This is an optimization exercise on Yosys and OpenROAD, whose aim is small area and a short achievable clock period, not a production implementation. Where RTL was checked, it was by simulation tests only, not by an equivalence proof against the original. Power figures rest on the tool's default switching activity, not on a simulated workload.

==> flow/design.v <==
`timescale 1ns / 1ps
module DataPath16BitCpu_Clean(Clk,Reset,Restart,Ins,Mem_Out,PC,A,ALU_Out,B,MemWrite);
    input Clk;                           
    input Reset;                         
    input Restart;                       
    input [15:0] Ins;                    
    input [15:0] Mem_Out;                
    output [15:0] PC;                    
    output [15:0] A;                     
    output [15:0] ALU_Out;               
    output [15:0] B;                     
    output MemWrite;                     
    wire [3:0] op = Ins[15:12];
    wire [3:0] rs = Ins[11:8];
    wire [3:0] rt = Ins[7:4];
    wire [3:0] rd = Ins[3:0];
    wire [15:0] off = {{12{Ins[3]}}, Ins[3:0]};
    wire is_lw  = (op == 4'd8);
    wire is_sw  = (op == 4'd10);
    wire is_bne = (op == 4'd14);
    wire is_jmp = (op == 4'd15);
    wire is_r   = (op == 4'd0) | (op == 4'd1) | (op == 4'd2) | (op == 4'd6) | (op == 4'd7);
    wire we     = is_r | is_lw;
    wire [3:0] wa = op[3] ? rt : rd;     
    wire use_off = op[3] & ~op[2];       
    wire sub     = op[2];                
    assign MemWrite = is_sw;
    wire [15:0] C;                       
    wire [255:0] Rf;
    reg  [15:0] V;                       
    genvar i;
    generate
        for (i = 0; i < 16; i = i + 1) begin : rf
            reg [15:0] q;
            always @(posedge Clk)
                if (we && wa == i) q <= C;
            assign Rf[i*16 +: 16] = q;
        end
    endgenerate
    always @(posedge Clk or negedge Reset)
        if (~Reset) V <= 16'd0;
        else if (we) V <= V | (16'd1 << wa);
    assign A = Rf[rs*16 +: 16] & {16{V[rs]}};
    assign B = Rf[rt*16 +: 16] & {16{V[rt]}};
    wire [15:0] Y = use_off ? off : (B ^ {16{sub}});
    wire [15:0] sum = A + Y + {15'd0, sub};
    assign ALU_Out = sum;
    reg [15:0] res;
    always @(*)
        case (op[2:0])
            3'd0: res = A & B;
            3'd1: res = A | B;
            3'd7: res = {16{sum[15]}};
            default: res = sum;          
        endcase
    assign C = op[3] ? Mem_Out : res;
    reg [15:0] PCr;
    wire ne = |sum;                      
    wire [15:0] inc = (is_bne & ne) ? off + 16'd1 : 16'd1;
    wire [15:0] PC_Next = is_jmp ? Ins : PCr + inc;
    always @(posedge Clk or negedge Restart)
        if (~Restart) PCr <= 16'd0;
        else PCr <= PC_Next;
    assign PC = PCr;
endmodule
clock: 14.0 ns
lec_check: 0
cap_margin: 20
core_margin: 2
core_utilization: 40
place_density: 0.6
setup_slack_margin: 5
slew_margin: 20
run.sh (not shown) runs the stock make flow with config.mk's settings and CLKGATE_MAP_FILE= SYNTH_SCRIPT=/design/flow/synth_recipe.tcl, a recipe that flattens the netlist after the stock synthesis.
The baseline completed with no timing, DRC or antenna violations.
Rerun with:
--- a/flow/design.v
+++ b/flow/design.v
@@ -22,7 +22,6 @@
     wire is_r   = (op == 4'd0) | (op == 4'd1) | (op == 4'd2) | (op == 4'd6) | (op == 4'd7);
     wire we     = is_r | is_lw;
     wire [3:0] wa = op[3] ? rt : rd;     
-    wire use_off = op[3] & ~op[2];       
     wire sub     = op[2];                
     assign MemWrite = is_sw;
     wire [15:0] C;                       
@@ -40,11 +39,30 @@
     always @(posedge Clk or negedge Reset)
         if (~Reset) V <= 16'd0;
         else if (we) V <= V | (16'd1 << wa);
-    assign A = Rf[rs*16 +: 16] & {16{V[rs]}};
-    assign B = Rf[rt*16 +: 16] & {16{V[rt]}};
-    wire [15:0] Y = use_off ? off : (B ^ {16{sub}});
-    wire [15:0] sum = A + Y + {15'd0, sub};
-    assign ALU_Out = sum;
+    wire [15:0] sA, sB;
+    generate
+        for (i = 0; i < 16; i = i + 1) begin : dec
+            assign sA[i] = (rs == i) & V[i];
+            assign sB[i] = (rt == i) & V[i];
+        end
+    endgenerate
+    RdMux16 rdA (.s(sA), .d(Rf), .y(A));
+    RdMux16 rdB (.s(sB), .d(Rf), .y(B));
+    wire [4:0] lo = {1'b0, A[3:0]} + {1'b0, Ins[3:0]};
+    wire c4 = lo[4];
+    wire incr = c4 & ~Ins[3];
+    wire decr = ~c4 & Ins[3];
+    wire [15:4] ones, zeros;             
+    assign ones[4] = 1'b1;
+    assign zeros[4] = 1'b1;
+    generate
+        for (i = 5; i < 16; i = i + 1) begin : pfx
+            assign ones[i]  = &A[i-1:4];
+            assign zeros[i] = ~|A[i-1:4];
+        end
+    endgenerate
+    assign ALU_Out = {A[15:4] ^ (({12{incr}} & ones) | ({12{decr}} & zeros)), lo[3:0]};
+    wire [15:0] sum = A + (B ^ {16{sub}}) + {15'd0, sub};
     reg [15:0] res;
     always @(*)
         case (op[2:0])
@@ -63,3 +81,18 @@
         else PCr <= PC_Next;
     assign PC = PCr;
 endmodule
+module RdMux16(s, d, y);
+    input [15:0] s;
+    input [255:0] d;
+    output [15:0] y;
+    genvar b, k;
+    generate
+        for (b = 0; b < 16; b = b + 1) begin : bit_
+            wire [7:0] p;
+            for (k = 0; k < 8; k = k + 1) begin : pair
+                assign p[k] = (s[2*k] & d[(2*k)*16 + b]) | (s[2*k+1] & d[(2*k+1)*16 + b]);
+            end
+            assign y[b] = (p[0] | p[1] | p[2] | p[3]) | (p[4] | p[5] | p[6] | p[7]);
+        end
+    endgenerate
+endmodule
After rerunning: The changed run completed without violations; global-route usage rises by 8.0 points; area after synthesis falls by 1.3%; count of clock-buffer cells in the layout rises by 1; register-to-register slack gets worse by 0.50 ns; power falls by 7.4%; worst setup slack gets worse by 0.22 ns; non-clock buffer count rises by 81; core utilization rises by 1.4 points; via count rises by 33%; hold slack gets better by 0.22 ns; clock power falls by about 2%; routed wire length rises by 36%; die area falls by 1.3%; sequential share of layout area falls by 0.83 points.
No functional check of the RTL was part of the second run of this note.

[afterwards: timing with drivers on the ports]
Ports are ideal in the flow. The routed layouts listed here were re-timed in OpenROAD. Step 1 sets driving cells, clkbuf_16 on the clock port and buf_2 on the other inputs (assumed; they add their load-dependent delay and slew). Step 2 also shifts input and output timing later by t, the mid clock arrival at the registers, as if the neighbouring blocks saw the same clock. Three values: no drivers, after step 1, after step 2; two values: the first two.
run | shift t [ns] | setup WS [ns] | hold WS [ns] | worst data-port slew with drivers (ns) | cell pins on the clock port's net
the first run | 0.621 | 4.673 / 4.436 / 4.249 | 0.479 / 0.479 / 0.479 | 0.25 | 1
the second run | 0.635 | 4.456 / 4.250 / 3.885 | 0.695 / 0.695 / 0.695 | 0.23 | 1
After both steps every run listed still meets setup and hold. For the second run, which loses most, drivers alone change the setup slack by -0.206 ns; drivers and shift together by -0.571 ns.
